Source: an optimization exercise on an open RTL-to-GDS flow (aim: small area, a short achievable clock period and few clock cycles per item). Production flows keep margins and buffers that such runs may drop. Function was checked by simulation only, so behaviour that the tests miss may differ from the original. Power is estimated from default activity; no workload was simulated.

**run.sh**
```bash
#!/bin/bash
# synth_recipe.tcl (not shown) runs the flow's synth.tcl, then flattens the netlist and writes it again
# the make line also repeats each setting of config.mk as NAME=value (left out here)
make -C /OpenROAD-flow-scripts/flow DESIGN_CONFIG=/design/flow/config.mk WORK_HOME=/design/flow/orfs CLKGATE_MAP_FILE= SYNTH_SCRIPT=/design/flow/synth_recipe.tcl finish
```
**config.mk**
```make
export PLATFORM = sky130hd
export DESIGN_NAME = ripemd160
export DESIGN_NICKNAME = ripemd160
export VERILOG_FILES = /design/flow/design.v
export SDC_FILE = /design/flow/constraint.sdc
export NUM_CORES = 8
export LEC_CHECK = 0
export CAP_MARGIN = 20
export CORE_MARGIN = 2
export CORE_UTILIZATION = 50
export SLEW_MARGIN = 70
```
**constraint.sdc**
```tcl
create_clock -name core_clock -period 14.0 [get_ports {clk}]
set_input_delay 2.8000 -clock core_clock [delete_from_list [all_inputs] [get_ports {clk}]]
set_output_delay 2.8000 -clock core_clock [all_outputs]
set_load 0.01 [all_outputs]
```
**design.v**
```verilog
module ripemd160
(
    input  logic         clk,
    input  logic         rst,
    input  logic         valid_in,
    output logic         valid_out,
    input  logic [439:0] message,
    output logic [159:0] Hash_result
);
localparam logic [31:0] H0 = 32'h67452301;
localparam logic [31:0] H1 = 32'hefcdab89;
localparam logic [31:0] H2 = 32'h98badcfe;
localparam logic [31:0] H3 = 32'h10325476;
localparam logic [31:0] H4 = 32'hc3d2e1f0;
localparam logic [31:0] KL1 = 32'h5A827999, KL2 = 32'h6ED9EBA1, KL3 = 32'h8F1BBCDC, KL4 = 32'hA953FD4E;
localparam logic [31:0] KR0 = 32'h50A28BE6, KR1 = 32'h5C4DD124, KR2 = 32'h6D703EF3, KR3 = 32'h7A6D76E9;
localparam logic [31:0] CL0 = H1 ^ H2 ^ H3;
localparam logic [31:0] CR0 = (H1 ^ (H2 | ~H3)) + KR0;
function automatic logic [7:0] tt_next(input logic [7:0] t);
    case (t)
        8'd0: tt_next = 8'd0;
        8'd1: tt_next = 8'd0;
        8'd2: tt_next = 8'd150;
        8'd3: tt_next = 8'd45;
        8'd4: tt_next = 8'd150;
        8'd5: tt_next = 8'd45;
        8'd6: tt_next = 8'd150;
        8'd7: tt_next = 8'd45;
        8'd8: tt_next = 8'd150;
        8'd9: tt_next = 8'd45;
        8'd10: tt_next = 8'd150;
        8'd11: tt_next = 8'd45;
        8'd12: tt_next = 8'd150;
        8'd13: tt_next = 8'd45;
        8'd14: tt_next = 8'd150;
        8'd15: tt_next = 8'd45;
        8'd16: tt_next = 8'd150;
        8'd17: tt_next = 8'd45;
        8'd18: tt_next = 8'd150;
        8'd19: tt_next = 8'd45;
        8'd20: tt_next = 8'd150;
        8'd21: tt_next = 8'd45;
        8'd22: tt_next = 8'd150;
        8'd23: tt_next = 8'd45;
        8'd24: tt_next = 8'd150;
        8'd25: tt_next = 8'd45;
        8'd26: tt_next = 8'd150;
        8'd27: tt_next = 8'd45;
        8'd28: tt_next = 8'd150;
        8'd29: tt_next = 8'd45;
        8'd30: tt_next = 8'd150;
        8'd31: tt_next = 8'd45;
        8'd32: tt_next = 8'd202;
        8'd33: tt_next = 8'd228;
        8'd34: tt_next = 8'd202;
        8'd35: tt_next = 8'd228;
        8'd36: tt_next = 8'd202;
        8'd37: tt_next = 8'd228;
        8'd38: tt_next = 8'd202;
        8'd39: tt_next = 8'd228;
        8'd40: tt_next = 8'd202;
        8'd41: tt_next = 8'd228;
        8'd42: tt_next = 8'd202;
        8'd43: tt_next = 8'd228;
        8'd44: tt_next = 8'd202;
        8'd45: tt_next = 8'd228;
        8'd46: tt_next = 8'd202;
        8'd47: tt_next = 8'd228;
        8'd48: tt_next = 8'd202;
        8'd49: tt_next = 8'd228;
        8'd50: tt_next = 8'd202;
        8'd51: tt_next = 8'd228;
        8'd52: tt_next = 8'd202;
        8'd53: tt_next = 8'd228;
        8'd54: tt_next = 8'd202;
        8'd55: tt_next = 8'd228;
        8'd56: tt_next = 8'd202;
        8'd57: tt_next = 8'd228;
        8'd58: tt_next = 8'd202;
        8'd59: tt_next = 8'd228;
        8'd60: tt_next = 8'd202;
        8'd61: tt_next = 8'd228;
        8'd62: tt_next = 8'd202;
        8'd63: tt_next = 8'd228;
        8'd64: tt_next = 8'd89;
        8'd65: tt_next = 8'd89;
        8'd66: tt_next = 8'd89;
        8'd67: tt_next = 8'd89;
        8'd68: tt_next = 8'd89;
        8'd69: tt_next = 8'd89;
        8'd70: tt_next = 8'd89;
        8'd71: tt_next = 8'd89;
        8'd72: tt_next = 8'd89;
        8'd73: tt_next = 8'd89;
        8'd74: tt_next = 8'd89;
        8'd75: tt_next = 8'd89;
        8'd76: tt_next = 8'd89;
        8'd77: tt_next = 8'd89;
        8'd78: tt_next = 8'd89;
        8'd79: tt_next = 8'd89;
        8'd80: tt_next = 8'd89;
        8'd81: tt_next = 8'd89;
        8'd82: tt_next = 8'd89;
        8'd83: tt_next = 8'd89;
        8'd84: tt_next = 8'd89;
        8'd85: tt_next = 8'd89;
        8'd86: tt_next = 8'd89;
        8'd87: tt_next = 8'd89;
        8'd88: tt_next = 8'd89;
        8'd89: tt_next = 8'd89;
        8'd90: tt_next = 8'd89;
        8'd91: tt_next = 8'd89;
        8'd92: tt_next = 8'd89;
        8'd93: tt_next = 8'd89;
        8'd94: tt_next = 8'd89;
        8'd95: tt_next = 8'd89;
        8'd96: tt_next = 8'd228;
        8'd97: tt_next = 8'd202;
        8'd98: tt_next = 8'd228;
        8'd99: tt_next = 8'd202;
        8'd100: tt_next = 8'd228;
        8'd101: tt_next = 8'd202;
        8'd102: tt_next = 8'd228;
        8'd103: tt_next = 8'd202;
        8'd104: tt_next = 8'd228;
        8'd105: tt_next = 8'd202;
        8'd106: tt_next = 8'd228;
        8'd107: tt_next = 8'd202;
        8'd108: tt_next = 8'd228;
        8'd109: tt_next = 8'd202;
        8'd110: tt_next = 8'd228;
        8'd111: tt_next = 8'd202;
        8'd112: tt_next = 8'd228;
        8'd113: tt_next = 8'd202;
        8'd114: tt_next = 8'd228;
        8'd115: tt_next = 8'd202;
        8'd116: tt_next = 8'd228;
        8'd117: tt_next = 8'd202;
        8'd118: tt_next = 8'd228;
        8'd119: tt_next = 8'd202;
        8'd120: tt_next = 8'd228;
        8'd121: tt_next = 8'd202;
        8'd122: tt_next = 8'd228;
        8'd123: tt_next = 8'd202;
        8'd124: tt_next = 8'd228;
        8'd125: tt_next = 8'd202;
        8'd126: tt_next = 8'd228;
        8'd127: tt_next = 8'd202;
        8'd128: tt_next = 8'd45;
        8'd129: tt_next = 8'd150;
        8'd130: tt_next = 8'd45;
        8'd131: tt_next = 8'd150;
        8'd132: tt_next = 8'd45;
        8'd133: tt_next = 8'd150;
        8'd134: tt_next = 8'd45;
        8'd135: tt_next = 8'd150;
        8'd136: tt_next = 8'd45;
        8'd137: tt_next = 8'd150;
        8'd138: tt_next = 8'd45;
        8'd139: tt_next = 8'd150;
        8'd140: tt_next = 8'd45;
        8'd141: tt_next = 8'd150;
        8'd142: tt_next = 8'd45;
        8'd143: tt_next = 8'd150;
        8'd144: tt_next = 8'd45;
        8'd145: tt_next = 8'd150;
        8'd146: tt_next = 8'd45;
        8'd147: tt_next = 8'd150;
        8'd148: tt_next = 8'd45;
        8'd149: tt_next = 8'd150;
        8'd150: tt_next = 8'd45;
        8'd151: tt_next = 8'd150;
        8'd152: tt_next = 8'd45;
        8'd153: tt_next = 8'd150;
        8'd154: tt_next = 8'd45;
        8'd155: tt_next = 8'd150;
        8'd156: tt_next = 8'd45;
        8'd157: tt_next = 8'd150;
        8'd158: tt_next = 8'd45;
        8'd159: tt_next = 8'd150;
        8'd160: tt_next = 8'd0;
        8'd161: tt_next = 8'd0;
        8'd162: tt_next = 8'd0;
        8'd163: tt_next = 8'd0;
        8'd164: tt_next = 8'd0;
        8'd165: tt_next = 8'd0;
        8'd166: tt_next = 8'd0;
        8'd167: tt_next = 8'd0;
        8'd168: tt_next = 8'd0;
        8'd169: tt_next = 8'd0;
        default: tt_next = 8'd0;
    endcase
endfunction
function automatic logic [3:0] kidx_next(input logic [7:0] t);
    case (t)
        8'd0: kidx_next = 4'd14;
        8'd1: kidx_next = 4'd15;
        8'd2: kidx_next = 4'd0;
        8'd3: kidx_next = 4'd5;
        8'd4: kidx_next = 4'd0;
        8'd5: kidx_next = 4'd5;
        8'd6: kidx_next = 4'd0;
        8'd7: kidx_next = 4'd5;
        8'd8: kidx_next = 4'd0;
        8'd9: kidx_next = 4'd5;
        8'd10: kidx_next = 4'd0;
        8'd11: kidx_next = 4'd5;
        8'd12: kidx_next = 4'd0;
        8'd13: kidx_next = 4'd5;
        8'd14: kidx_next = 4'd0;
        8'd15: kidx_next = 4'd5;
        8'd16: kidx_next = 4'd0;
        8'd17: kidx_next = 4'd5;
        8'd18: kidx_next = 4'd0;
        8'd19: kidx_next = 4'd5;
        8'd20: kidx_next = 4'd0;
        8'd21: kidx_next = 4'd5;
        8'd22: kidx_next = 4'd0;
        8'd23: kidx_next = 4'd5;
        8'd24: kidx_next = 4'd0;
        8'd25: kidx_next = 4'd5;
        8'd26: kidx_next = 4'd0;
        8'd27: kidx_next = 4'd5;
        8'd28: kidx_next = 4'd0;
        8'd29: kidx_next = 4'd5;
        8'd30: kidx_next = 4'd0;
        8'd31: kidx_next = 4'd5;
        8'd32: kidx_next = 4'd1;
        8'd33: kidx_next = 4'd6;
        8'd34: kidx_next = 4'd1;
        8'd35: kidx_next = 4'd6;
        8'd36: kidx_next = 4'd1;
        8'd37: kidx_next = 4'd6;
        8'd38: kidx_next = 4'd1;
        8'd39: kidx_next = 4'd6;
        8'd40: kidx_next = 4'd1;
        8'd41: kidx_next = 4'd6;
        8'd42: kidx_next = 4'd1;
        8'd43: kidx_next = 4'd6;
        8'd44: kidx_next = 4'd1;
        8'd45: kidx_next = 4'd6;
        8'd46: kidx_next = 4'd1;
        8'd47: kidx_next = 4'd6;
        8'd48: kidx_next = 4'd1;
        8'd49: kidx_next = 4'd6;
        8'd50: kidx_next = 4'd1;
        8'd51: kidx_next = 4'd6;
        8'd52: kidx_next = 4'd1;
        8'd53: kidx_next = 4'd6;
        8'd54: kidx_next = 4'd1;
        8'd55: kidx_next = 4'd6;
        8'd56: kidx_next = 4'd1;
        8'd57: kidx_next = 4'd6;
        8'd58: kidx_next = 4'd1;
        8'd59: kidx_next = 4'd6;
        8'd60: kidx_next = 4'd1;
        8'd61: kidx_next = 4'd6;
        8'd62: kidx_next = 4'd1;
        8'd63: kidx_next = 4'd6;
        8'd64: kidx_next = 4'd2;
        8'd65: kidx_next = 4'd7;
        8'd66: kidx_next = 4'd2;
        8'd67: kidx_next = 4'd7;
        8'd68: kidx_next = 4'd2;
        8'd69: kidx_next = 4'd7;
        8'd70: kidx_next = 4'd2;
        8'd71: kidx_next = 4'd7;
        8'd72: kidx_next = 4'd2;
        8'd73: kidx_next = 4'd7;
        8'd74: kidx_next = 4'd2;
        8'd75: kidx_next = 4'd7;
        8'd76: kidx_next = 4'd2;
        8'd77: kidx_next = 4'd7;
        8'd78: kidx_next = 4'd2;
        8'd79: kidx_next = 4'd7;
        8'd80: kidx_next = 4'd2;
        8'd81: kidx_next = 4'd7;
        8'd82: kidx_next = 4'd2;
        8'd83: kidx_next = 4'd7;
        8'd84: kidx_next = 4'd2;
        8'd85: kidx_next = 4'd7;
        8'd86: kidx_next = 4'd2;
        8'd87: kidx_next = 4'd7;
        8'd88: kidx_next = 4'd2;
        8'd89: kidx_next = 4'd7;
        8'd90: kidx_next = 4'd2;
        8'd91: kidx_next = 4'd7;
        8'd92: kidx_next = 4'd2;
        8'd93: kidx_next = 4'd7;
        8'd94: kidx_next = 4'd2;
        8'd95: kidx_next = 4'd7;
        8'd96: kidx_next = 4'd3;
        8'd97: kidx_next = 4'd8;
        8'd98: kidx_next = 4'd3;
        8'd99: kidx_next = 4'd8;
        8'd100: kidx_next = 4'd3;
        8'd101: kidx_next = 4'd8;
        8'd102: kidx_next = 4'd3;
        8'd103: kidx_next = 4'd8;
        8'd104: kidx_next = 4'd3;
        8'd105: kidx_next = 4'd8;
        8'd106: kidx_next = 4'd3;
        8'd107: kidx_next = 4'd8;
        8'd108: kidx_next = 4'd3;
        8'd109: kidx_next = 4'd8;
        8'd110: kidx_next = 4'd3;
        8'd111: kidx_next = 4'd8;
        8'd112: kidx_next = 4'd3;
        8'd113: kidx_next = 4'd8;
        8'd114: kidx_next = 4'd3;
        8'd115: kidx_next = 4'd8;
        8'd116: kidx_next = 4'd3;
        8'd117: kidx_next = 4'd8;
        8'd118: kidx_next = 4'd3;
        8'd119: kidx_next = 4'd8;
        8'd120: kidx_next = 4'd3;
        8'd121: kidx_next = 4'd8;
        8'd122: kidx_next = 4'd3;
        8'd123: kidx_next = 4'd8;
        8'd124: kidx_next = 4'd3;
        8'd125: kidx_next = 4'd8;
        8'd126: kidx_next = 4'd3;
        8'd127: kidx_next = 4'd8;
        8'd128: kidx_next = 4'd4;
        8'd129: kidx_next = 4'd0;
        8'd130: kidx_next = 4'd4;
        8'd131: kidx_next = 4'd0;
        8'd132: kidx_next = 4'd4;
        8'd133: kidx_next = 4'd0;
        8'd134: kidx_next = 4'd4;
        8'd135: kidx_next = 4'd0;
        8'd136: kidx_next = 4'd4;
        8'd137: kidx_next = 4'd0;
        8'd138: kidx_next = 4'd4;
        8'd139: kidx_next = 4'd0;
        8'd140: kidx_next = 4'd4;
        8'd141: kidx_next = 4'd0;
        8'd142: kidx_next = 4'd4;
        8'd143: kidx_next = 4'd0;
        8'd144: kidx_next = 4'd4;
        8'd145: kidx_next = 4'd0;
        8'd146: kidx_next = 4'd4;
        8'd147: kidx_next = 4'd0;
        8'd148: kidx_next = 4'd4;
        8'd149: kidx_next = 4'd0;
        8'd150: kidx_next = 4'd4;
        8'd151: kidx_next = 4'd0;
        8'd152: kidx_next = 4'd4;
        8'd153: kidx_next = 4'd0;
        8'd154: kidx_next = 4'd4;
        8'd155: kidx_next = 4'd0;
        8'd156: kidx_next = 4'd4;
        8'd157: kidx_next = 4'd0;
        8'd158: kidx_next = 4'd4;
        8'd159: kidx_next = 4'd0;
        8'd160: kidx_next = 4'd13;
        8'd161: kidx_next = 4'd0;
        8'd162: kidx_next = 4'd12;
        8'd163: kidx_next = 4'd0;
        8'd164: kidx_next = 4'd11;
        8'd165: kidx_next = 4'd0;
        8'd166: kidx_next = 4'd10;
        8'd167: kidx_next = 4'd0;
        8'd168: kidx_next = 4'd9;
        8'd169: kidx_next = 4'd0;
        default: kidx_next = 4'd0;
    endcase
endfunction
function automatic logic [4:0] selx_next(input logic [7:0] t);
    case (t)
        8'd0: selx_next = 5'd5;
        8'd1: selx_next = 5'd1;
        8'd2: selx_next = 5'd14;
        8'd3: selx_next = 5'd2;
        8'd4: selx_next = 5'd7;
        8'd5: selx_next = 5'd3;
        8'd6: selx_next = 5'd0;
        8'd7: selx_next = 5'd4;
        8'd8: selx_next = 5'd9;
        8'd9: selx_next = 5'd5;
        8'd10: selx_next = 5'd2;
        8'd11: selx_next = 5'd6;
        8'd12: selx_next = 5'd11;
        8'd13: selx_next = 5'd7;
        8'd14: selx_next = 5'd4;
        8'd15: selx_next = 5'd8;
        8'd16: selx_next = 5'd13;
        8'd17: selx_next = 5'd9;
        8'd18: selx_next = 5'd6;
        8'd19: selx_next = 5'd10;
        8'd20: selx_next = 5'd15;
        8'd21: selx_next = 5'd11;
        8'd22: selx_next = 5'd8;
        8'd23: selx_next = 5'd12;
        8'd24: selx_next = 5'd1;
        8'd25: selx_next = 5'd13;
        8'd26: selx_next = 5'd10;
        8'd27: selx_next = 5'd14;
        8'd28: selx_next = 5'd3;
        8'd29: selx_next = 5'd15;
        8'd30: selx_next = 5'd12;
        8'd31: selx_next = 5'd7;
        8'd32: selx_next = 5'd6;
        8'd33: selx_next = 5'd4;
        8'd34: selx_next = 5'd11;
        8'd35: selx_next = 5'd13;
        8'd36: selx_next = 5'd3;
        8'd37: selx_next = 5'd1;
        8'd38: selx_next = 5'd7;
        8'd39: selx_next = 5'd10;
        8'd40: selx_next = 5'd0;
        8'd41: selx_next = 5'd6;
        8'd42: selx_next = 5'd13;
        8'd43: selx_next = 5'd15;
        8'd44: selx_next = 5'd5;
        8'd45: selx_next = 5'd3;
        8'd46: selx_next = 5'd10;
        8'd47: selx_next = 5'd12;
        8'd48: selx_next = 5'd14;
        8'd49: selx_next = 5'd0;
        8'd50: selx_next = 5'd15;
        8'd51: selx_next = 5'd9;
        8'd52: selx_next = 5'd8;
        8'd53: selx_next = 5'd5;
        8'd54: selx_next = 5'd12;
        8'd55: selx_next = 5'd2;
        8'd56: selx_next = 5'd4;
        8'd57: selx_next = 5'd14;
        8'd58: selx_next = 5'd9;
        8'd59: selx_next = 5'd11;
        8'd60: selx_next = 5'd1;
        8'd61: selx_next = 5'd8;
        8'd62: selx_next = 5'd2;
        8'd63: selx_next = 5'd3;
        8'd64: selx_next = 5'd15;
        8'd65: selx_next = 5'd10;
        8'd66: selx_next = 5'd5;
        8'd67: selx_next = 5'd14;
        8'd68: selx_next = 5'd1;
        8'd69: selx_next = 5'd4;
        8'd70: selx_next = 5'd3;
        8'd71: selx_next = 5'd9;
        8'd72: selx_next = 5'd7;
        8'd73: selx_next = 5'd15;
        8'd74: selx_next = 5'd14;
        8'd75: selx_next = 5'd8;
        8'd76: selx_next = 5'd6;
        8'd77: selx_next = 5'd1;
        8'd78: selx_next = 5'd9;
        8'd79: selx_next = 5'd2;
        8'd80: selx_next = 5'd11;
        8'd81: selx_next = 5'd7;
        8'd82: selx_next = 5'd8;
        8'd83: selx_next = 5'd0;
        8'd84: selx_next = 5'd12;
        8'd85: selx_next = 5'd6;
        8'd86: selx_next = 5'd2;
        8'd87: selx_next = 5'd13;
        8'd88: selx_next = 5'd10;
        8'd89: selx_next = 5'd11;
        8'd90: selx_next = 5'd0;
        8'd91: selx_next = 5'd5;
        8'd92: selx_next = 5'd4;
        8'd93: selx_next = 5'd12;
        8'd94: selx_next = 5'd13;
        8'd95: selx_next = 5'd1;
        8'd96: selx_next = 5'd8;
        8'd97: selx_next = 5'd9;
        8'd98: selx_next = 5'd6;
        8'd99: selx_next = 5'd11;
        8'd100: selx_next = 5'd4;
        8'd101: selx_next = 5'd10;
        8'd102: selx_next = 5'd1;
        8'd103: selx_next = 5'd0;
        8'd104: selx_next = 5'd3;
        8'd105: selx_next = 5'd8;
        8'd106: selx_next = 5'd11;
        8'd107: selx_next = 5'd12;
        8'd108: selx_next = 5'd15;
        8'd109: selx_next = 5'd4;
        8'd110: selx_next = 5'd0;
        8'd111: selx_next = 5'd13;
        8'd112: selx_next = 5'd5;
        8'd113: selx_next = 5'd3;
        8'd114: selx_next = 5'd12;
        8'd115: selx_next = 5'd7;
        8'd116: selx_next = 5'd2;
        8'd117: selx_next = 5'd15;
        8'd118: selx_next = 5'd13;
        8'd119: selx_next = 5'd14;
        8'd120: selx_next = 5'd9;
        8'd121: selx_next = 5'd5;
        8'd122: selx_next = 5'd7;
        8'd123: selx_next = 5'd6;
        8'd124: selx_next = 5'd10;
        8'd125: selx_next = 5'd2;
        8'd126: selx_next = 5'd14;
        8'd127: selx_next = 5'd4;
        8'd128: selx_next = 5'd12;
        8'd129: selx_next = 5'd0;
        8'd130: selx_next = 5'd15;
        8'd131: selx_next = 5'd5;
        8'd132: selx_next = 5'd10;
        8'd133: selx_next = 5'd9;
        8'd134: selx_next = 5'd4;
        8'd135: selx_next = 5'd7;
        8'd136: selx_next = 5'd1;
        8'd137: selx_next = 5'd12;
        8'd138: selx_next = 5'd5;
        8'd139: selx_next = 5'd2;
        8'd140: selx_next = 5'd8;
        8'd141: selx_next = 5'd10;
        8'd142: selx_next = 5'd7;
        8'd143: selx_next = 5'd14;
        8'd144: selx_next = 5'd6;
        8'd145: selx_next = 5'd1;
        8'd146: selx_next = 5'd2;
        8'd147: selx_next = 5'd3;
        8'd148: selx_next = 5'd13;
        8'd149: selx_next = 5'd8;
        8'd150: selx_next = 5'd14;
        8'd151: selx_next = 5'd11;
        8'd152: selx_next = 5'd0;
        8'd153: selx_next = 5'd6;
        8'd154: selx_next = 5'd3;
        8'd155: selx_next = 5'd15;
        8'd156: selx_next = 5'd9;
        8'd157: selx_next = 5'd13;
        8'd158: selx_next = 5'd11;
        8'd159: selx_next = 5'd15;
        8'd160: selx_next = 5'd15;
        8'd161: selx_next = 5'd16;
        8'd162: selx_next = 5'd15;
        8'd163: selx_next = 5'd16;
        8'd164: selx_next = 5'd15;
        8'd165: selx_next = 5'd16;
        8'd166: selx_next = 5'd15;
        8'd167: selx_next = 5'd16;
        8'd168: selx_next = 5'd15;
        8'd169: selx_next = 5'd15;
        default: selx_next = 5'd15;
    endcase
endfunction
function automatic logic [3:0] rlo_next(input logic [7:0] t);
    case (t)
        8'd0: rlo_next = 4'd0;
        8'd1: rlo_next = 4'b1000;
        8'd2: rlo_next = 4'b0001;
        8'd3: rlo_next = 4'b0100;
        8'd4: rlo_next = 4'b0010;
        8'd5: rlo_next = 4'b1000;
        8'd6: rlo_next = 4'b0010;
        8'd7: rlo_next = 4'b0001;
        8'd8: rlo_next = 4'b1000;
        8'd9: rlo_next = 4'b0010;
        8'd10: rlo_next = 4'b0010;
        8'd11: rlo_next = 4'b0001;
        8'd12: rlo_next = 4'b1000;
        8'd13: rlo_next = 4'b1000;
        8'd14: rlo_next = 4'b1000;
        8'd15: rlo_next = 4'b0010;
        8'd16: rlo_next = 4'b0010;
        8'd17: rlo_next = 4'b1000;
        8'd18: rlo_next = 4'b1000;
        8'd19: rlo_next = 4'b0010;
        8'd20: rlo_next = 4'b1000;
        8'd21: rlo_next = 4'b0100;
        8'd22: rlo_next = 4'b0001;
        8'd23: rlo_next = 4'b1000;
        8'd24: rlo_next = 4'b1000;
        8'd25: rlo_next = 4'b0100;
        8'd26: rlo_next = 4'b0100;
        8'd27: rlo_next = 4'b1000;
        8'd28: rlo_next = 4'b0100;
        8'd29: rlo_next = 4'b0010;
        8'd30: rlo_next = 4'b0001;
        8'd31: rlo_next = 4'b0001;
        8'd32: rlo_next = 4'b0100;
        8'd33: rlo_next = 4'b1000;
        8'd34: rlo_next = 4'b0010;
        8'd35: rlo_next = 4'b0100;
        8'd36: rlo_next = 4'b0010;
        8'd37: rlo_next = 4'b0001;
        8'd38: rlo_next = 4'b1000;
        8'd39: rlo_next = 4'b0010;
        8'd40: rlo_next = 4'b1000;
        8'd41: rlo_next = 4'b1000;
        8'd42: rlo_next = 4'b0001;
        8'd43: rlo_next = 4'b0010;
        8'd44: rlo_next = 4'b0001;
        8'd45: rlo_next = 4'b1000;
        8'd46: rlo_next = 4'b0010;
        8'd47: rlo_next = 4'b1000;
        8'd48: rlo_next = 4'b1000;
        8'd49: rlo_next = 4'b1000;
        8'd50: rlo_next = 4'b1000;
        8'd51: rlo_next = 4'b0001;
        8'd52: rlo_next = 4'b1000;
        8'd53: rlo_next = 4'b1000;
        8'd54: rlo_next = 4'b0001;
        8'd55: rlo_next = 4'b0010;
        8'd56: rlo_next = 4'b1000;
        8'd57: rlo_next = 4'b1000;
        8'd58: rlo_next = 4'b0100;
        8'd59: rlo_next = 4'b1000;
        8'd60: rlo_next = 4'b1000;
        8'd61: rlo_next = 4'b0010;
        8'd62: rlo_next = 4'b0010;
        8'd63: rlo_next = 4'b0001;
        8'd64: rlo_next = 4'b1000;
        8'd65: rlo_next = 4'b1000;
        8'd66: rlo_next = 4'b0010;
        8'd67: rlo_next = 4'b0010;
        8'd68: rlo_next = 4'b1000;
        8'd69: rlo_next = 4'b0100;
        8'd70: rlo_next = 4'b1000;
        8'd71: rlo_next = 4'b1000;
        8'd72: rlo_next = 4'b1000;
        8'd73: rlo_next = 4'b0100;
        8'd74: rlo_next = 4'b0001;
        8'd75: rlo_next = 4'b0010;
        8'd76: rlo_next = 4'b0100;
        8'd77: rlo_next = 4'b0010;
        8'd78: rlo_next = 4'b0100;
        8'd79: rlo_next = 4'b1000;
        8'd80: rlo_next = 4'b0100;
        8'd81: rlo_next = 4'b0100;
        8'd82: rlo_next = 4'b0001;
        8'd83: rlo_next = 4'b0001;
        8'd84: rlo_next = 4'b0010;
        8'd85: rlo_next = 4'b0010;
        8'd86: rlo_next = 4'b0010;
        8'd87: rlo_next = 4'b0100;
        8'd88: rlo_next = 4'b0100;
        8'd89: rlo_next = 4'b0010;
        8'd90: rlo_next = 4'b0010;
        8'd91: rlo_next = 4'b0001;
        8'd92: rlo_next = 4'b0010;
        8'd93: rlo_next = 4'b1000;
        8'd94: rlo_next = 4'b1000;
        8'd95: rlo_next = 4'b0010;
        8'd96: rlo_next = 4'b0010;
        8'd97: rlo_next = 4'b1000;
        8'd98: rlo_next = 4'b1000;
        8'd99: rlo_next = 4'b0001;
        8'd100: rlo_next = 4'b0010;
        8'd101: rlo_next = 4'b0100;
        8'd102: rlo_next = 4'b0001;
        8'd103: rlo_next = 4'b1000;
        8'd104: rlo_next = 4'b1000;
        8'd105: rlo_next = 4'b0100;
        8'd106: rlo_next = 4'b0100;
        8'd107: rlo_next = 4'b1000;
        8'd108: rlo_next = 4'b0100;
        8'd109: rlo_next = 4'b0010;
        8'd110: rlo_next = 4'b0100;
        8'd111: rlo_next = 4'b0001;
        8'd112: rlo_next = 4'b0100;
        8'd113: rlo_next = 4'b0010;
        8'd114: rlo_next = 4'b0100;
        8'd115: rlo_next = 4'b0100;
        8'd116: rlo_next = 4'b0010;
        8'd117: rlo_next = 4'b0010;
        8'd118: rlo_next = 4'b0001;
        8'd119: rlo_next = 4'b0100;
        8'd120: rlo_next = 4'b0010;
        8'd121: rlo_next = 4'b0001;
        8'd122: rlo_next = 4'b0001;
        8'd123: rlo_next = 4'b0100;
        8'd124: rlo_next = 4'b0010;
        8'd125: rlo_next = 4'b0010;
        8'd126: rlo_next = 4'b1000;
        8'd127: rlo_next = 4'b0001;
        8'd128: rlo_next = 4'b0001;
        8'd129: rlo_next = 4'b0010;
        8'd130: rlo_next = 4'b0001;
        8'd131: rlo_next = 4'b1000;
        8'd132: rlo_next = 4'b0010;
        8'd133: rlo_next = 4'b0010;
        8'd134: rlo_next = 4'b0001;
        8'd135: rlo_next = 4'b1000;
        8'd136: rlo_next = 4'b0010;
        8'd137: rlo_next = 4'b0100;
        8'd138: rlo_next = 4'b0001;
        8'd139: rlo_next = 4'b0001;
        8'd140: rlo_next = 4'b0010;
        8'd141: rlo_next = 4'b0010;
        8'd142: rlo_next = 4'b0100;
        8'd143: rlo_next = 4'b0001;
        8'd144: rlo_next = 4'b0100;
        8'd145: rlo_next = 4'b0010;
        8'd146: rlo_next = 4'b0001;
        8'd147: rlo_next = 4'b0001;
        8'd148: rlo_next = 4'b0010;
        8'd149: rlo_next = 4'b0010;
        8'd150: rlo_next = 4'b0100;
        8'd151: rlo_next = 4'b0100;
        8'd152: rlo_next = 4'b0010;
        8'd153: rlo_next = 4'b1000;
        8'd154: rlo_next = 4'b1000;
        8'd155: rlo_next = 4'b0001;
        8'd156: rlo_next = 4'b0010;
        8'd157: rlo_next = 4'b0010;
        8'd158: rlo_next = 4'b1000;
        8'd159: rlo_next = 4'b0100;
        8'd160: rlo_next = 4'b1000;
        8'd161: rlo_next = 4'b0001;
        8'd162: rlo_next = 4'b0001;
        8'd163: rlo_next = 4'b0001;
        8'd164: rlo_next = 4'b0001;
        8'd165: rlo_next = 4'b0001;
        8'd166: rlo_next = 4'b0001;
        8'd167: rlo_next = 4'b0001;
        8'd168: rlo_next = 4'b0001;
        8'd169: rlo_next = 4'd0;
        default: rlo_next = 4'd1;
    endcase
endfunction
function automatic logic [3:0] rhi_next(input logic [7:0] t);
    case (t)
        8'd0: rhi_next = 4'd0;
        8'd1: rhi_next = 4'b0100;
        8'd2: rhi_next = 4'b0100;
        8'd3: rhi_next = 4'b1000;
        8'd4: rhi_next = 4'b0100;
        8'd5: rhi_next = 4'b1000;
        8'd6: rhi_next = 4'b0100;
        8'd7: rhi_next = 4'b1000;
        8'd8: rhi_next = 4'b0100;
        8'd9: rhi_next = 4'b0010;
        8'd10: rhi_next = 4'b1000;
        8'd11: rhi_next = 4'b0100;
        8'd12: rhi_next = 4'b1000;
        8'd13: rhi_next = 4'b0010;
        8'd14: rhi_next = 4'b1000;
        8'd15: rhi_next = 4'b0100;
        8'd16: rhi_next = 4'b0010;
        8'd17: rhi_next = 4'b0100;
        8'd18: rhi_next = 4'b0010;
        8'd19: rhi_next = 4'b1000;
        8'd20: rhi_next = 4'b0010;
        8'd21: rhi_next = 4'b1000;
        8'd22: rhi_next = 4'b0100;
        8'd23: rhi_next = 4'b1000;
        8'd24: rhi_next = 4'b0100;
        8'd25: rhi_next = 4'b0010;
        8'd26: rhi_next = 4'b1000;
        8'd27: rhi_next = 4'b0010;
        8'd28: rhi_next = 4'b1000;
        8'd29: rhi_next = 4'b0100;
        8'd30: rhi_next = 4'b1000;
        8'd31: rhi_next = 4'b0100;
        8'd32: rhi_next = 4'b0010;
        8'd33: rhi_next = 4'b0010;
        8'd34: rhi_next = 4'b0100;
        8'd35: rhi_next = 4'b0010;
        8'd36: rhi_next = 4'b1000;
        8'd37: rhi_next = 4'b0100;
        8'd38: rhi_next = 4'b1000;
        8'd39: rhi_next = 4'b1000;
        8'd40: rhi_next = 4'b0010;
        8'd41: rhi_next = 4'b0100;
        8'd42: rhi_next = 4'b1000;
        8'd43: rhi_next = 4'b0100;
        8'd44: rhi_next = 4'b0100;
        8'd45: rhi_next = 4'b0010;
        8'd46: rhi_next = 4'b0100;
        8'd47: rhi_next = 4'b1000;
        8'd48: rhi_next = 4'b0100;
        8'd49: rhi_next = 4'b0010;
        8'd50: rhi_next = 4'b0010;
        8'd51: rhi_next = 4'b1000;
        8'd52: rhi_next = 4'b0010;
        8'd53: rhi_next = 4'b1000;
        8'd54: rhi_next = 4'b1000;
        8'd55: rhi_next = 4'b0100;
        8'd56: rhi_next = 4'b0010;
        8'd57: rhi_next = 4'b0100;
        8'd58: rhi_next = 4'b0010;
        8'd59: rhi_next = 4'b0010;
        8'd60: rhi_next = 4'b1000;
        8'd61: rhi_next = 4'b1000;
        8'd62: rhi_next = 4'b1000;
        8'd63: rhi_next = 4'b1000;
        8'd64: rhi_next = 4'b0100;
        8'd65: rhi_next = 4'b0100;
        8'd66: rhi_next = 4'b0100;
        8'd67: rhi_next = 4'b1000;
        8'd68: rhi_next = 4'b0010;
        8'd69: rhi_next = 4'b0010;
        8'd70: rhi_next = 4'b1000;
        8'd71: rhi_next = 4'b0010;
        8'd72: rhi_next = 4'b0100;
        8'd73: rhi_next = 4'b1000;
        8'd74: rhi_next = 4'b0100;
        8'd75: rhi_next = 4'b0100;
        8'd76: rhi_next = 4'b0010;
        8'd77: rhi_next = 4'b1000;
        8'd78: rhi_next = 4'b0010;
        8'd79: rhi_next = 4'b1000;
        8'd80: rhi_next = 4'b1000;
        8'd81: rhi_next = 4'b1000;
        8'd82: rhi_next = 4'b1000;
        8'd83: rhi_next = 4'b0100;
        8'd84: rhi_next = 4'b1000;
        8'd85: rhi_next = 4'b1000;
        8'd86: rhi_next = 4'b0010;
        8'd87: rhi_next = 4'b0010;
        8'd88: rhi_next = 4'b1000;
        8'd89: rhi_next = 4'b0010;
        8'd90: rhi_next = 4'b1000;
        8'd91: rhi_next = 4'b1000;
        8'd92: rhi_next = 4'b1000;
        8'd93: rhi_next = 4'b0010;
        8'd94: rhi_next = 4'b0010;
        8'd95: rhi_next = 4'b0010;
        8'd96: rhi_next = 4'b0010;
        8'd97: rhi_next = 4'b0100;
        8'd98: rhi_next = 4'b1000;
        8'd99: rhi_next = 4'b1000;
        8'd100: rhi_next = 4'b0010;
        8'd101: rhi_next = 4'b1000;
        8'd102: rhi_next = 4'b0100;
        8'd103: rhi_next = 4'b1000;
        8'd104: rhi_next = 4'b0100;
        8'd105: rhi_next = 4'b1000;
        8'd106: rhi_next = 4'b1000;
        8'd107: rhi_next = 4'b1000;
        8'd108: rhi_next = 4'b1000;
        8'd109: rhi_next = 4'b0100;
        8'd110: rhi_next = 4'b0010;
        8'd111: rhi_next = 4'b0100;
        8'd112: rhi_next = 4'b1000;
        8'd113: rhi_next = 4'b0100;
        8'd114: rhi_next = 4'b0010;
        8'd115: rhi_next = 4'b1000;
        8'd116: rhi_next = 4'b0100;
        8'd117: rhi_next = 4'b0010;
        8'd118: rhi_next = 4'b1000;
        8'd119: rhi_next = 4'b0010;
        8'd120: rhi_next = 4'b0100;
        8'd121: rhi_next = 4'b0100;
        8'd122: rhi_next = 4'b1000;
        8'd123: rhi_next = 4'b0010;
        8'd124: rhi_next = 4'b0010;
        8'd125: rhi_next = 4'b0010;
        8'd126: rhi_next = 4'b1000;
        8'd127: rhi_next = 4'b1000;
        8'd128: rhi_next = 4'b0100;
        8'd129: rhi_next = 4'b0100;
        8'd130: rhi_next = 4'b0100;
        8'd131: rhi_next = 4'b1000;
        8'd132: rhi_next = 4'b0010;
        8'd133: rhi_next = 4'b0010;
        8'd134: rhi_next = 4'b1000;
        8'd135: rhi_next = 4'b0100;
        8'd136: rhi_next = 4'b0100;
        8'd137: rhi_next = 4'b0010;
        8'd138: rhi_next = 4'b1000;
        8'd139: rhi_next = 4'b0100;
        8'd140: rhi_next = 4'b0010;
        8'd141: rhi_next = 4'b1000;
        8'd142: rhi_next = 4'b1000;
        8'd143: rhi_next = 4'b1000;
        8'd144: rhi_next = 4'b0010;
        8'd145: rhi_next = 4'b0010;
        8'd146: rhi_next = 4'b0100;
        8'd147: rhi_next = 4'b1000;
        8'd148: rhi_next = 4'b1000;
        8'd149: rhi_next = 4'b1000;
        8'd150: rhi_next = 4'b0010;
        8'd151: rhi_next = 4'b1000;
        8'd152: rhi_next = 4'b0010;
        8'd153: rhi_next = 4'b0100;
        8'd154: rhi_next = 4'b1000;
        8'd155: rhi_next = 4'b0100;
        8'd156: rhi_next = 4'b1000;
        8'd157: rhi_next = 4'b0010;
        8'd158: rhi_next = 4'b0100;
        8'd159: rhi_next = 4'b0010;
        8'd160: rhi_next = 4'b0100;
        8'd161: rhi_next = 4'b0001;
        8'd162: rhi_next = 4'b0001;
        8'd163: rhi_next = 4'b0001;
        8'd164: rhi_next = 4'b0001;
        8'd165: rhi_next = 4'b0001;
        8'd166: rhi_next = 4'b0001;
        8'd167: rhi_next = 4'b0001;
        8'd168: rhi_next = 4'b0001;
        8'd169: rhi_next = 4'd0;
        default: rhi_next = 4'd1;
    endcase
endfunction
function automatic logic [1:0] ein_next(input logic [7:0] t);
    case (t)
        8'd0: ein_next = 2'd1;
        8'd1: ein_next = 2'd1;
        8'd2: ein_next = 2'd1;
        8'd3: ein_next = 2'd1;
        8'd4: ein_next = 2'd1;
        8'd5: ein_next = 2'd1;
        8'd6: ein_next = 2'd1;
        8'd7: ein_next = 2'd1;
        8'd8: ein_next = 2'd1;
        8'd9: ein_next = 2'd1;
        8'd10: ein_next = 2'd1;
        8'd11: ein_next = 2'd1;
        8'd12: ein_next = 2'd1;
        8'd13: ein_next = 2'd1;
        8'd14: ein_next = 2'd1;
        8'd15: ein_next = 2'd1;
        8'd16: ein_next = 2'd1;
        8'd17: ein_next = 2'd1;
        8'd18: ein_next = 2'd1;
        8'd19: ein_next = 2'd1;
        8'd20: ein_next = 2'd1;
        8'd21: ein_next = 2'd1;
        8'd22: ein_next = 2'd1;
        8'd23: ein_next = 2'd1;
        8'd24: ein_next = 2'd1;
        8'd25: ein_next = 2'd1;
        8'd26: ein_next = 2'd1;
        8'd27: ein_next = 2'd1;
        8'd28: ein_next = 2'd1;
        8'd29: ein_next = 2'd1;
        8'd30: ein_next = 2'd1;
        8'd31: ein_next = 2'd1;
        8'd32: ein_next = 2'd1;
        8'd33: ein_next = 2'd1;
        8'd34: ein_next = 2'd1;
        8'd35: ein_next = 2'd1;
        8'd36: ein_next = 2'd1;
        8'd37: ein_next = 2'd1;
        8'd38: ein_next = 2'd1;
        8'd39: ein_next = 2'd1;
        8'd40: ein_next = 2'd1;
        8'd41: ein_next = 2'd1;
        8'd42: ein_next = 2'd1;
        8'd43: ein_next = 2'd1;
        8'd44: ein_next = 2'd1;
        8'd45: ein_next = 2'd1;
        8'd46: ein_next = 2'd1;
        8'd47: ein_next = 2'd1;
        8'd48: ein_next = 2'd1;
        8'd49: ein_next = 2'd1;
        8'd50: ein_next = 2'd1;
        8'd51: ein_next = 2'd1;
        8'd52: ein_next = 2'd1;
        8'd53: ein_next = 2'd1;
        8'd54: ein_next = 2'd1;
        8'd55: ein_next = 2'd1;
        8'd56: ein_next = 2'd1;
        8'd57: ein_next = 2'd1;
        8'd58: ein_next = 2'd1;
        8'd59: ein_next = 2'd1;
        8'd60: ein_next = 2'd1;
        8'd61: ein_next = 2'd1;
        8'd62: ein_next = 2'd1;
        8'd63: ein_next = 2'd1;
        8'd64: ein_next = 2'd1;
        8'd65: ein_next = 2'd1;
        8'd66: ein_next = 2'd1;
        8'd67: ein_next = 2'd1;
        8'd68: ein_next = 2'd1;
        8'd69: ein_next = 2'd1;
        8'd70: ein_next = 2'd1;
        8'd71: ein_next = 2'd1;
        8'd72: ein_next = 2'd1;
        8'd73: ein_next = 2'd1;
        8'd74: ein_next = 2'd1;
        8'd75: ein_next = 2'd1;
        8'd76: ein_next = 2'd1;
        8'd77: ein_next = 2'd1;
        8'd78: ein_next = 2'd1;
        8'd79: ein_next = 2'd1;
        8'd80: ein_next = 2'd1;
        8'd81: ein_next = 2'd1;
        8'd82: ein_next = 2'd1;
        8'd83: ein_next = 2'd1;
        8'd84: ein_next = 2'd1;
        8'd85: ein_next = 2'd1;
        8'd86: ein_next = 2'd1;
        8'd87: ein_next = 2'd1;
        8'd88: ein_next = 2'd1;
        8'd89: ein_next = 2'd1;
        8'd90: ein_next = 2'd1;
        8'd91: ein_next = 2'd1;
        8'd92: ein_next = 2'd1;
        8'd93: ein_next = 2'd1;
        8'd94: ein_next = 2'd1;
        8'd95: ein_next = 2'd1;
        8'd96: ein_next = 2'd1;
        8'd97: ein_next = 2'd1;
        8'd98: ein_next = 2'd1;
        8'd99: ein_next = 2'd1;
        8'd100: ein_next = 2'd1;
        8'd101: ein_next = 2'd1;
        8'd102: ein_next = 2'd1;
        8'd103: ein_next = 2'd1;
        8'd104: ein_next = 2'd1;
        8'd105: ein_next = 2'd1;
        8'd106: ein_next = 2'd1;
        8'd107: ein_next = 2'd1;
        8'd108: ein_next = 2'd1;
        8'd109: ein_next = 2'd1;
        8'd110: ein_next = 2'd1;
        8'd111: ein_next = 2'd1;
        8'd112: ein_next = 2'd1;
        8'd113: ein_next = 2'd1;
        8'd114: ein_next = 2'd1;
        8'd115: ein_next = 2'd1;
        8'd116: ein_next = 2'd1;
        8'd117: ein_next = 2'd1;
        8'd118: ein_next = 2'd1;
        8'd119: ein_next = 2'd1;
        8'd120: ein_next = 2'd1;
        8'd121: ein_next = 2'd1;
        8'd122: ein_next = 2'd1;
        8'd123: ein_next = 2'd1;
        8'd124: ein_next = 2'd1;
        8'd125: ein_next = 2'd1;
        8'd126: ein_next = 2'd1;
        8'd127: ein_next = 2'd1;
        8'd128: ein_next = 2'd1;
        8'd129: ein_next = 2'd1;
        8'd130: ein_next = 2'd1;
        8'd131: ein_next = 2'd1;
        8'd132: ein_next = 2'd1;
        8'd133: ein_next = 2'd1;
        8'd134: ein_next = 2'd1;
        8'd135: ein_next = 2'd1;
        8'd136: ein_next = 2'd1;
        8'd137: ein_next = 2'd1;
        8'd138: ein_next = 2'd1;
        8'd139: ein_next = 2'd1;
        8'd140: ein_next = 2'd1;
        8'd141: ein_next = 2'd1;
        8'd142: ein_next = 2'd1;
        8'd143: ein_next = 2'd1;
        8'd144: ein_next = 2'd1;
        8'd145: ein_next = 2'd1;
        8'd146: ein_next = 2'd1;
        8'd147: ein_next = 2'd1;
        8'd148: ein_next = 2'd1;
        8'd149: ein_next = 2'd1;
        8'd150: ein_next = 2'd1;
        8'd151: ein_next = 2'd1;
        8'd152: ein_next = 2'd1;
        8'd153: ein_next = 2'd1;
        8'd154: ein_next = 2'd1;
        8'd155: ein_next = 2'd1;
        8'd156: ein_next = 2'd1;
        8'd157: ein_next = 2'd1;
        8'd158: ein_next = 2'd1;
        8'd159: ein_next = 2'd1;
        8'd160: ein_next = 2'd1;
        8'd161: ein_next = 2'd2;
        8'd162: ein_next = 2'd0;
        8'd163: ein_next = 2'd0;
        8'd164: ein_next = 2'd0;
        8'd165: ein_next = 2'd0;
        8'd166: ein_next = 2'd0;
        8'd167: ein_next = 2'd0;
        8'd168: ein_next = 2'd0;
        8'd169: ein_next = 2'd0;
        default: ein_next = 2'd0;
    endcase
endfunction
function automatic logic [31:0] k_of(input logic [3:0] i);
    case (i)
        4'd1:    k_of = KL1;
        4'd2:    k_of = KL2;
        4'd3:    k_of = KL3;
        4'd4:    k_of = KL4;
        4'd5:    k_of = KR0;
        4'd6:    k_of = KR1;
        4'd7:    k_of = KR2;
        4'd8:    k_of = KR3;
        4'd9:    k_of = H0;
        4'd10:   k_of = H1;
        4'd11:   k_of = H2;
        4'd12:   k_of = H3;
        4'd13:   k_of = H4;
        4'd14:   k_of = CL0;
        4'd15:   k_of = CR0;
        default: k_of = '0;
    endcase
endfunction
function automatic logic [31:0] bswap(input logic [31:0] x);
    bswap = {x[7:0], x[15:8], x[23:16], x[31:24]};
endfunction
logic [439:0] msg_q;
logic         busy;
logic         vout;
logic [7:0]   n;
logic [7:0]   tt;
logic [31:0]  kq;
logic [4:0]   selx;
logic [3:0]   rlo, rhi;
logic [1:0]   ein;
logic         init, first, unrot;
logic [31:0]  A0, B0, C0, D0, E0;    
logic [31:0]  B1, C1, D1, E1;        
logic [31:0]  Sq, Xq;
logic [511:0] xw;
logic [31:0]  x, f, k, s1, c1, s2, c2, S, R1, R, ea, T;
wire accept = valid_in & ~busy;
wire [7:0] n_next = busy ? n + 8'd1 : 8'd1;
wire [7:0] n_idx  = busy ? n : 8'd0;
always_comb begin
    for (int i = 0; i < 13; i++)
        xw[32*i +: 32] = bswap(msg_q[439-32*i -: 32]);
    xw[32*13 +: 32] = {8'h80, msg_q[7:0], msg_q[15:8], msg_q[23:16]};
    xw[32*14 +: 32] = 32'h000001b8;
    xw[32*15 +: 32] = 32'h00000000;
end
always_ff @(posedge clk) begin
    if (!busy)
        msg_q <= message;
end
always_ff @(posedge clk) begin
    if (rst) begin
        busy <= 1'b0;
        vout <= 1'b0;
    end else begin
        vout <= busy & (n == 8'd169);
        if (accept)
            busy <= 1'b1;
        else if (n == 8'd169)
            busy <= 1'b0;
    end
end
always_ff @(posedge clk) begin
    n     <= n_next;
    tt    <= tt_next(n_idx);
    kq    <= k_of(kidx_next(n_idx));
    selx  <= selx_next(n_idx);
    rlo   <= rlo_next(n_idx);
    rhi   <= rhi_next(n_idx);
    ein   <= ein_next(n_idx);
    init  <= !busy;                        
    first <= busy && (n == 8'd1 || n == 8'd2);
    unrot <= busy && n >= 8'd161;
end
always_comb begin
    for (int i = 0; i < 32; i++)
        f[i] = tt[{B0[i], C0[i], D0[i]}];
    k = kq;
    s1 = A0 ^ Xq ^ k;
    c1 = {(A0[30:0] & Xq[30:0]) | (A0[30:0] & k[30:0]) | (Xq[30:0] & k[30:0]), 1'b0};
    s2 = f ^ s1 ^ c1;
    c2 = {(f[30:0] & s1[30:0]) | (f[30:0] & c1[30:0]) | (s1[30:0] & c1[30:0]), 1'b0};
    S = s2 + c2;
    x = (selx == 5'd16) ? A0 : '0;
    for (int i = 0; i < 16; i++)
        x = x | (xw[32*i +: 32] & {32{selx == i}});
end
always_comb begin
    R1 = ({32{rlo[0]}} & Sq) | ({32{rlo[1]}} & {Sq[30:0], Sq[31]})
       | ({32{rlo[2]}} & {Sq[29:0], Sq[31:30]}) | ({32{rlo[3]}} & {Sq[28:0], Sq[31:29]});
    R  = ({32{rhi[0]}} & R1) | ({32{rhi[1]}} & {R1[27:0], R1[31:28]})
       | ({32{rhi[2]}} & {R1[23:0], R1[31:24]}) | ({32{rhi[3]}} & {R1[19:0], R1[31:20]});
    ea = ({32{ein[0]}} & E1) | ({32{ein[1]}} & B0);
    T = R + ea;
end
always_ff @(posedge clk) begin
    Sq <= S;
    Xq <= busy ? x : bswap(message[439 -: 32]);            
    B1 <= B0;
    C1 <= C0;
    D1 <= D0;
    E1 <= E0;
    B0 <= T;
    C0 <= (init || !busy) ? H2 : first ? H1 : B1;
    D0 <= (init || !busy) ? H3 : unrot ? C1 : {C1[21:0], C1[31:22]};
    E0 <= (init || !busy) ? H4 : D1;
    A0 <= (init || !busy) ? H0 : E1;
end
assign valid_out   = vout;
assign Hash_result = {bswap(B1), bswap(C1), bswap(D1), bswap(E1), bswap(Sq)};
endmodule
```
==> results.cfg, run 1 <==
[run_status]
status = timing/DRC/antenna clean

[timing]
max-slew-margin-rel = 0.6818
fmax_mhz = 213.3
finalSetupViolCount = 0
worst_slew_pin_slew_ps = 472.3
rsz0062_at_grt = false
hold_viol = 0
finalCritPeriodShare = 0.3349
period_needed_ps = 4689
fin_skew_ps = 37.06
final_max_slew_viol_count = 0
tns_ps = 0

[setup_path]
r2r_end = Sq[31]$_DFF_P_
critPathArrivalTime_ps = 5240
crit_buf_inv = 2
worstSetupPathType = flop to flop
slowest_stage = mux4_2
crit_path_max_fanout = 32
r2r_start = tt[7]$_DFF_P_
crit_start = tt[7]$_DFF_P_
worst_setup_path_start_kind = flop
crit_chain = mux4_2 > mux2i_1 > fa_1 > inv_1 > ha_1 > inv_1 > fa_1 > nand2b_2 > a211oi_2 > o311a_4 > a31oi_4 > o41ai_4 > a211oi_4 > o21ai_2 > o221ai_1 > xnor2_1
required_ps = 14550
slowest_delay_ps = 510
cp-endpoint = Sq[31]$_DFF_P_
r2r_cells = 16
reg2reg_setup_slack_ps = 9310
path_delay_family = compound AO/OA/AOI/OAI gates
end_kind = flop
crit_cells = 16

[global_route]
first_global_vias = 29580
grt_use_total = 0.3629
overflow = 0
antenna_found_initial = 36
grt_max_degree = 61
grt_pass1_wl_mm = 204.9

[job]
drv_cap = 0

[placement]
hpwl_mm = 106.2
place.gp.congestion = 0.9562
portBuffers = 603
place_area_mm2 = 0.04543

[floorplan]
die-area_mm2 = 0.07757
coreArea_mm2 = 0.07457
chipHeight_um = 278.5
io_pins = 604
die_w_um = 278.5
floorplan.rows = 100
start_util = 0.5053

[cts]
htreeDepth = 3
cts_sinks = 860
cts.clk_slew.worst_paths_ps = 60
cts_buffers = 88
cts_hold_buf = 0
ctsResizeCount = 0
tritoncts = done
postCtsSetupRepairBufs = 0
cts-root-to-sink-buffers = 3
clkLatencyLatePin_ps = 670
root_buffer = clkbuf_16

[yosys]
syn_area_per_cell_um2 = 12.03
ys.flop_type = edfxtp_1
syn_area_mm2 = 0.03768
synth.ff_latch_count = 860
synth_cells = 3132
synth_edf_count = 440
synth_cell_types = 79
synth_nets = 3730
seq_area_frac_synth = 0.5738
ys_warn_count = 1
synthArstFlopShare = 0

[route]
drc = 0
first_pass_iters = 9
finalWirelength_mm = 144.4
num_vias = 30420
avgRoutedWirePerCell_um = 30.23
drtIter0Drc = 4293
viasPerCell = 6.366
ant_nets = 0

[worst_hold_path]
hp-start = E0[21]$_SDFF_PP0_
hold_path_class = flop to flop

[cells_and_area]
area_growth_pct = 28.96
nNetsFinal = 4304
largest_reg_flops = 440
nFillCells = 5609
layout_common_cells = clkdlybuf4s50_1 (604), edfxtp_1 (440), dfxtp_1 (403), a22oi_1 (242), nand2_1 (229)
design_area_mm2 = 0.04859
regMostFlops = msg_q
layout_commonest_cell = clkdlybuf4s50_1
drive_above_1_share = 0.1124

[power_and_ir_drop]
power_mw = 7.096
powerDensity_mw_per_mm2 = 146.0
p_leak_nw = 18.18
max-vdd-ir-drop_uv = 94.24
[power breakdown]
| part | leakage (nW) | internal [mW] | switching [mW] | total [mW] |
|---|---|---|---|---|
| sequential | 7.89 | 2.91 | 0.260 | 3.17 |
| clock | 1.41 | 1.36 | 1.03 | 2.40 |
| combinational | 8.88 | 0.699 | 0.826 | 1.52 |
[worst min-delay path by stage]
stage | end | slack, ps | depth (start not counted)
finish | E1[21]$_DFF_P_ | 330 | 0
global route | E1[26]$_DFF_P_ | 320 | 0
CTS | E1[5]$_DFF_P_ | 330 | 0
detailed placement | E1[26]$_DFF_P_ | 310 | 0
global placement | E1[5]$_DFF_P_ | 310 | 0
floorplan | E1[0]$_DFF_P_ | 310 | 0
[metal layers]
metal / vias up / global-route usage / part of all wire
li1: 13040 / - / -
met4: 12 / 0.1816 / 0.051
met1: 15160 / 0.4780 / 0.38
met3: 339 / 0.06615 / 0.090
met5: - / 0 / 0.00056
met2: 1869 / 0.5794 / 0.48
[synthesized netlist by cell type (5+ instances only)]
master	n	share of area
and3_1	6	0.0010
a222oi_1	9	0.0024
o21ai_1	5	0.00066
a221oi_1	58	0.013
dfxtp_1	420	0.22
nor3_1	29	0.0039
clkbuf_1	162	0.016
nand3_1	69	0.0092
xnor2_1	47	0.011
o21bai_1	10	0.0020
nor2b_1	10	0.0017
a21o_1	31	0.0062
nor2_1	175	0.017
fa_1	63	0.033
o31ai_1	5	0.0010
o221ai_1	9	0.0021
mux2i_1	51	0.014
o22a_1	33	0.0077
a211oi_1	23	0.0046
or2_2	28	0.0046
a31oi_1	22	0.0037
a311oi_1	8	0.0019
mux2_2	17	0.0051
nand2b_1	15	0.0025
o21a_1	13	0.0026
buf_1	19	0.0019
inv_1	122	0.012
o211ai_1	22	0.0044
nor4_1	5	0.00083
a22o_1	84	0.020
nand4_1	41	0.0068
buf_2	24	0.0032
nand2_1	233	0.023
or3_1	11	0.0018
o22ai_1	22	0.0037
mux4_2	64	0.038
and2_1	44	0.0073
a21oi_1	142	0.019
ha_1	92	0.031
a22oi_1	242	0.048
xor2_1	23	0.0053
o21ai_0	115	0.015
o311ai_0	6	0.0014
edfxtp_1	440	0.35
[metrics by stage]
step,hold WS [ps],utilization,instances,worst slack (ps)
2_1_floorplan,309.6,-,3132,959.5
3_3_place_gp,310.0,0.5992,4555,9114
4_1_cts,325.8,0.6487,4745,9254
3_5_place_dp,312.1,0.6092,4580,9284
5_1_grt,322.2,0.6515,4776,9192
6_report,325.1,0.6516,4778,9311
[cells by family (layout without fill, tap and decap cells)]
group                      count (synthesis)  count (layout)  synth area share
other                                      0              28                 0
DFF                                      860             860            0.5738
and+or+nand+nor                          676             676           0.08216
xor gates and xnor gates                  70              70           0.01627
adders and majority gates                155             155           0.06403
muxes                                    132             132           0.05689
AOI/OAI and AO/OA                        907             907            0.1729
buffers and inverters                    332             981           0.03387
[final cells by class]
class / instances / area [um2] / share of cell area
diodes: 28 / 70.07 / 0.001442
clock buffers: 130 / 2450 / 0.05042
clock inverters: 35 / 494.2 / 0.01017
inverters: 127 / 489.2 / 0.01007
multi-input cells: 1940 / 15190 / 0.3126
flip-flops and latches: 860 / 21670 / 0.4460
well taps: 969 / 1212 / 0.02495
repair buffers: 689 / 7017 / 0.1444
Testbench counts, summed over its fixed seeds: cycles 43,528, hashes 256.
==> run 2: changes to the inputs <==
--- a/design.v
+++ b/design.v
@@ -1087,4 +1087,22 @@
     endcase
 endfunction
+function automatic logic [31:0] add32(input logic [31:0] a, input logic [31:0] b);
+    logic [31:0] g, p, gn, pn;
+    begin
+        g = a & b;
+        p = a ^ b;
+        for (int l = 0; l < 5; l++) begin
+            gn = g;
+            pn = p;
+            for (int i = (1 << l); i < 32; i++) begin
+                gn[i] = g[i] | (p[i] & g[i - (1 << l)]);
+                pn[i] = p[i] & p[i - (1 << l)];
+            end
+            g = gn;
+            p = pn;
+        end
+        add32 = a ^ b ^ {g[30:0], 1'b0};
+    end
+endfunction
 function automatic logic [31:0] bswap(input logic [31:0] x);
     bswap = {x[7:0], x[15:8], x[23:16], x[31:24]};
@@ -1094,5 +1112,5 @@
 logic         vout;
 logic [7:0]   n;
-logic [7:0]   tt;
+logic [7:0]   ttn;
 logic [31:0]  kq;
 logic [4:0]   selx;
@@ -1103,4 +1121,5 @@
 logic [31:0]  B1, C1, D1, E1;        
 logic [31:0]  Sq, Xq;
+logic [31:0]  G0, G1, G0n, G1n, C0n, D0n;
 logic [511:0] xw;
 logic [31:0]  x, f, k, s1, c1, s2, c2, S, R1, R, ea, T;
@@ -1133,5 +1152,4 @@
 always_ff @(posedge clk) begin
     n     <= n_next;
-    tt    <= tt_next(n_idx);
     kq    <= k_of(kidx_next(n_idx));
     selx  <= selx_next(n_idx);
@@ -1144,6 +1162,5 @@
 end
 always_comb begin
-    for (int i = 0; i < 32; i++)
-        f[i] = tt[{B0[i], C0[i], D0[i]}];
+    f = (B0 & G1) | (~B0 & G0);
     k = kq;
     s1 = A0 ^ Xq ^ k;
@@ -1151,5 +1168,5 @@
     s2 = f ^ s1 ^ c1;
     c2 = {(f[30:0] & s1[30:0]) | (f[30:0] & c1[30:0]) | (s1[30:0] & c1[30:0]), 1'b0};
-    S = s2 + c2;
+    S = add32(s2, c2);
     x = (selx == 5'd16) ? A0 : '0;
     for (int i = 0; i < 16; i++)
@@ -1162,5 +1179,14 @@
        | ({32{rhi[2]}} & {R1[23:0], R1[31:24]}) | ({32{rhi[3]}} & {R1[19:0], R1[31:20]});
     ea = ({32{ein[0]}} & E1) | ({32{ein[1]}} & B0);
-    T = R + ea;
+    T = add32(R, ea);
+end
+always_comb begin
+    C0n = (init || !busy) ? H2 : first ? H1 : B1;
+    D0n = (init || !busy) ? H3 : unrot ? C1 : {C1[21:0], C1[31:22]};
+    ttn = tt_next(n_idx);
+    for (int i = 0; i < 32; i++) begin
+        G1n[i] = ttn[{1'b1, C0n[i], D0n[i]}];
+        G0n[i] = ttn[{1'b0, C0n[i], D0n[i]}];
+    end
 end
 always_ff @(posedge clk) begin
@@ -1172,6 +1198,8 @@
     E1 <= E0;
     B0 <= T;
-    C0 <= (init || !busy) ? H2 : first ? H1 : B1;
-    D0 <= (init || !busy) ? H3 : unrot ? C1 : {C1[21:0], C1[31:22]};
+    C0 <= C0n;
+    D0 <= D0n;
+    G1 <= G1n;
+    G0 <= G0n;
     E0 <= (init || !busy) ? H4 : D1;
     A0 <= (init || !busy) ? H0 : E1;
==> flow/run.sh (new file) <==
#!/bin/bash
set -euo pipefail
cd "$(dirname "$0")/.."
export BUFFER_PORTS_ARGS="-buffer_cell sky130_fd_sc_hd__buf_2"
export SETUP_SLACK_MARGIN=10
bash ./standard.sh > standard.log 2>&1
==> standard.sh (new file) <==
#!/bin/bash
# synth_recipe.tcl (not shown) runs the flow's synth.tcl, then flattens the netlist and writes it again
# the make line also repeats each setting of config.mk as NAME=value (left out here)
make -C /OpenROAD-flow-scripts/flow DESIGN_CONFIG=/design/flow/config.mk WORK_HOME=/design/flow/orfs CLKGATE_MAP_FILE= SYNTH_SCRIPT=/design/flow/synth_recipe.tcl "${@:-finish}"
--- a/config.mk
+++ b/config.mk
@@ -9,3 +9,5 @@
 export CORE_MARGIN = 2
 export CORE_UTILIZATION = 50
-export SLEW_MARGIN = 70
+export CTS_CLUSTER_DIAMETER = 100
+export CTS_CLUSTER_SIZE = 30
+export SLEW_MARGIN = 20
removed: run.sh
==> run 2 against run 1 <==
Against the previous run: synthesized cell count grew 7.8%; first-iteration DRC count shrank 4.4%; routed wire length grew 9.1%.
==> results.cfg, run 2 <==
[cts]
cts_hold_buf = 0
cts.clk_slew.worst_paths_ps = 110
tritoncts = done
root_buffer = clkbuf_16
cts_buffers = 40
cts-root-to-sink-buffers = 3
cts_sinks = 916
htreeDepth = 2
clkLatencyLatePin_ps = 650

[worst_hold_path]
whs_path_depth = 0
hold_path_class = flop to flop

[setup_path]
crit_path_max_fanout = 2
worst_setup_path_start_kind = flop
reg2reg_setup_slack_ps = 10030
r2r_start = busy$_SDFFE_PP0P_
crit_buf_inv = 1
slowest_stage = dfxtp_4
required_ps = 11200
crit_cells = 1
r2r_end = kq[14]$_DFF_P_
r2r_cells = 9
crit_start = B1[15]$_DFF_P_
worstSetupPathType = flop to output port
slowest_delay_ps = 460
end_kind = output port
path_delay_family = flip-flops
critPathArrivalTime_ps = 1200
crit_chain = buf_6
cp-endpoint = Hash_result[151]

[global_route]
grt_use_total = 0.3811
grt_pass1_wl_mm = 223.5
overflow = 0
first_global_vias = 31300
antenna_found_initial = 40
grt_max_degree = 102

[yosys]
ys_top_cells_by_area = edfxtp_1 (34%), dfxtp_1 (24%), a22oi_1 (4.6%)
syn_area_mm2 = 0.03909
synth_top_area_frac = 0.3380
synth_nets = 3975
ys.flop_type = dfxtp_1
synth.ff_latch_count = 916
synth_cell_types = 77
seq_area_frac_synth = 0.5818
synthArstFlopShare = 0
syn_area_per_cell_um2 = 11.57
synth_commonest_cells = dfxtp_1 (476), edfxtp_1 (440), nand2_1 (308), a22oi_1 (242), o21ai_0 (210)
synth_top_area_cell = edfxtp_1
yosysMostFrequentCell = dfxtp_1
synth_cells = 3377
synth_edf_count = 440
ys_warn_count = 1

[placement]
dpl.cell_count = 4863
place_area_mm2 = 0.04315
dpl_worst_slack_ps = 9690
place.gp.congestion = 0.9986
hpwl_mm = 117.9
portBuffers = 603

[route]
num_vias = 31890
first_pass_iters = 8
ant_nets = 0
drc = 0
avgRoutedWirePerCell_um = 31.44
finalWirelength_mm = 157.5
drtIter0Drc = 4106
viasPerCell = 6.365

[cells_and_area]
layout_common_cells = buf_2 (580), edfxtp_1 (440), dfxtp_1 (324), nand2_1 (307), a22oi_1 (242)
design_area_mm2 = 0.04558
layout_commonest_cell = buf_2
nNetsFinal = 4522
instances_no_fill = 5010
largest_reg_flops = 440
area_growth_pct = 16.61
fin_util = 0.5884
regMostFlops = msg_q
drive_above_1_share = 0.2688

[timing]
fmax_mhz = 249.9
hold_slack_ps = 310.6
period_needed_ps = 4002
rsz0062_at_grt = true
tns_ps = 0
finalCritPeriodShare = 0.2859
fin_skew_ps = 56.99
max-slew-margin-rel = 0.2229
postLayoutSetupSlackWorst_ps = 9998
final_max_slew_viol_count = 0
worst_slew_pin_slew_ps = 1164
hold_viol = 0
finalSetupViolCount = 0

[floorplan]
chipHeight_um = 283.6
start_util = 0.5046
die_w_um = 283.6
die-area_mm2 = 0.08043
io_pins = 604
floorplan.rows = 102
coreArea_mm2 = 0.07747

[power_and_ir_drop]
max-vdd-ir-drop_uv = 111.9
power_mw = 6.226
p_leak_nw = 18.17
powerDensity_mw_per_mm2 = 136.6

[job]
drv_cap = 0

[run_status]
status = timing/DRC/antenna clean
-- run 2: changes by cell type after synthesis, moves of 35 or more --
cell | before | now
dfxtp_1 | 420 | 476
a21oi_1 | 142 | 177
mux2i_1 | 51 | 92
inv_1 | 122 | 45
o21ai_0 | 115 | 210
mux4_2 | 64 | 5
nand2_1 | 233 | 308
-- run 2: worst min-delay path by stage --
stage	start	endpoint	slack, ps
6_report	E0[5]$_SDFF_PN1_	E1[5]$_DFF_P_	310
3_3_place_gp	C0[26]$_DFF_P_	C1[26]$_DFF_P_	310
4_1_cts	E0[5]$_SDFF_PN1_	E1[5]$_DFF_P_	320
2_1_floorplan	C0[0]$_DFF_P_	C1[0]$_DFF_P_	310
5_1_grt	E0[5]$_SDFF_PN1_	E1[5]$_DFF_P_	310
3_5_place_dp	C0[17]$_DFF_P_	C1[17]$_DFF_P_	310
-- run 2: final cells by class --
type / count / area [um2]
well taps: 1040 / 1301
multi-input cells: 2196 / 15540
flip-flops and latches: 916 / 23170
clock buffers: 50 / 1039
diodes: 23 / 57.56
clock inverters: 15 / 229.0
inverters: 49 / 193.9
repair buffers: 721 / 4053
fillers: 6489 / 31890
-- run 2: per-layer routing --
metal / up-vias / global-route usage / part of all wire
met3: 411 / 0.06696 / 0.086
met5: - / 0 / 0.0011
met1: 15720 / 0.4973 / 0.39
met4: 26 / 0.2216 / 0.069
met2: 1956 / 0.5998 / 0.45
li1: 13780 / - / -
-- run 2: what timing repair did --
action                     4_1_cts  5_1_grt
buffers inserted                41       17
gates resized for setup        234       59
cloned                           1        0
pin swaps                        1        3
setup endpoints to repair      156      148
-- run 2: cell families (layout without fill, tap and decap cells) --
logic type / count (synthesis) / after routing / synth area share
AOI/OAI and AO/OA: 1068 / 1069 / 0.1879
DFF: 916 / 916 / 0.5818
and+or+nand+nor: 774 / 774 / 0.09113
buffers and inverters: 266 / 835 / 0.02634
adders and majority gates: 155 / 155 / 0.06172
muxes: 129 / 129 / 0.03566
xor gates and xnor gates: 69 / 69 / 0.01546
other: 0 / 23 / 0
-- run 2: power breakdown --
part	internal, mW	switching [mW]	total [mW]
registers	3.09	0.237	3.33
logic	0.560	0.864	1.42
clock network	0.580	0.892	1.47
total	4.23	1.99	6.23
Testbench counts of run 2, summed over its fixed seeds: cycles 43,528, hashes 256.

-- port drivers added, routing unchanged --
The flow's constraints put no driver on any port. The routed layouts listed below were extracted and timed again, unchanged, in two steps.
Step 1 sets driving cells, clkbuf_16 on the clock port and buf_2 on the other inputs (assumed; they add their load-dependent delay and slew).
Step 2, shift: input delay + t, output delay - t, t = (earliest + latest rising clock arrival at the registers) / 2. This alone moves slack from input paths to output paths.
Slacks: no drivers / after step 1 / after step 2; pairs: no drivers / after step 1.
| run | t (ns) | slack for setup (ns) | worst register clock-pin slew, ns |
|---|---|---|---|
| run 1 | 0.730 | 9.311 / 9.308 / 9.311 | 0.07 / 0.07 |
| run 2 | 0.689 | 9.998 / 9.927 / 10.028 | 0.12 / 0.12 |
After both steps every run listed still meets setup and hold.
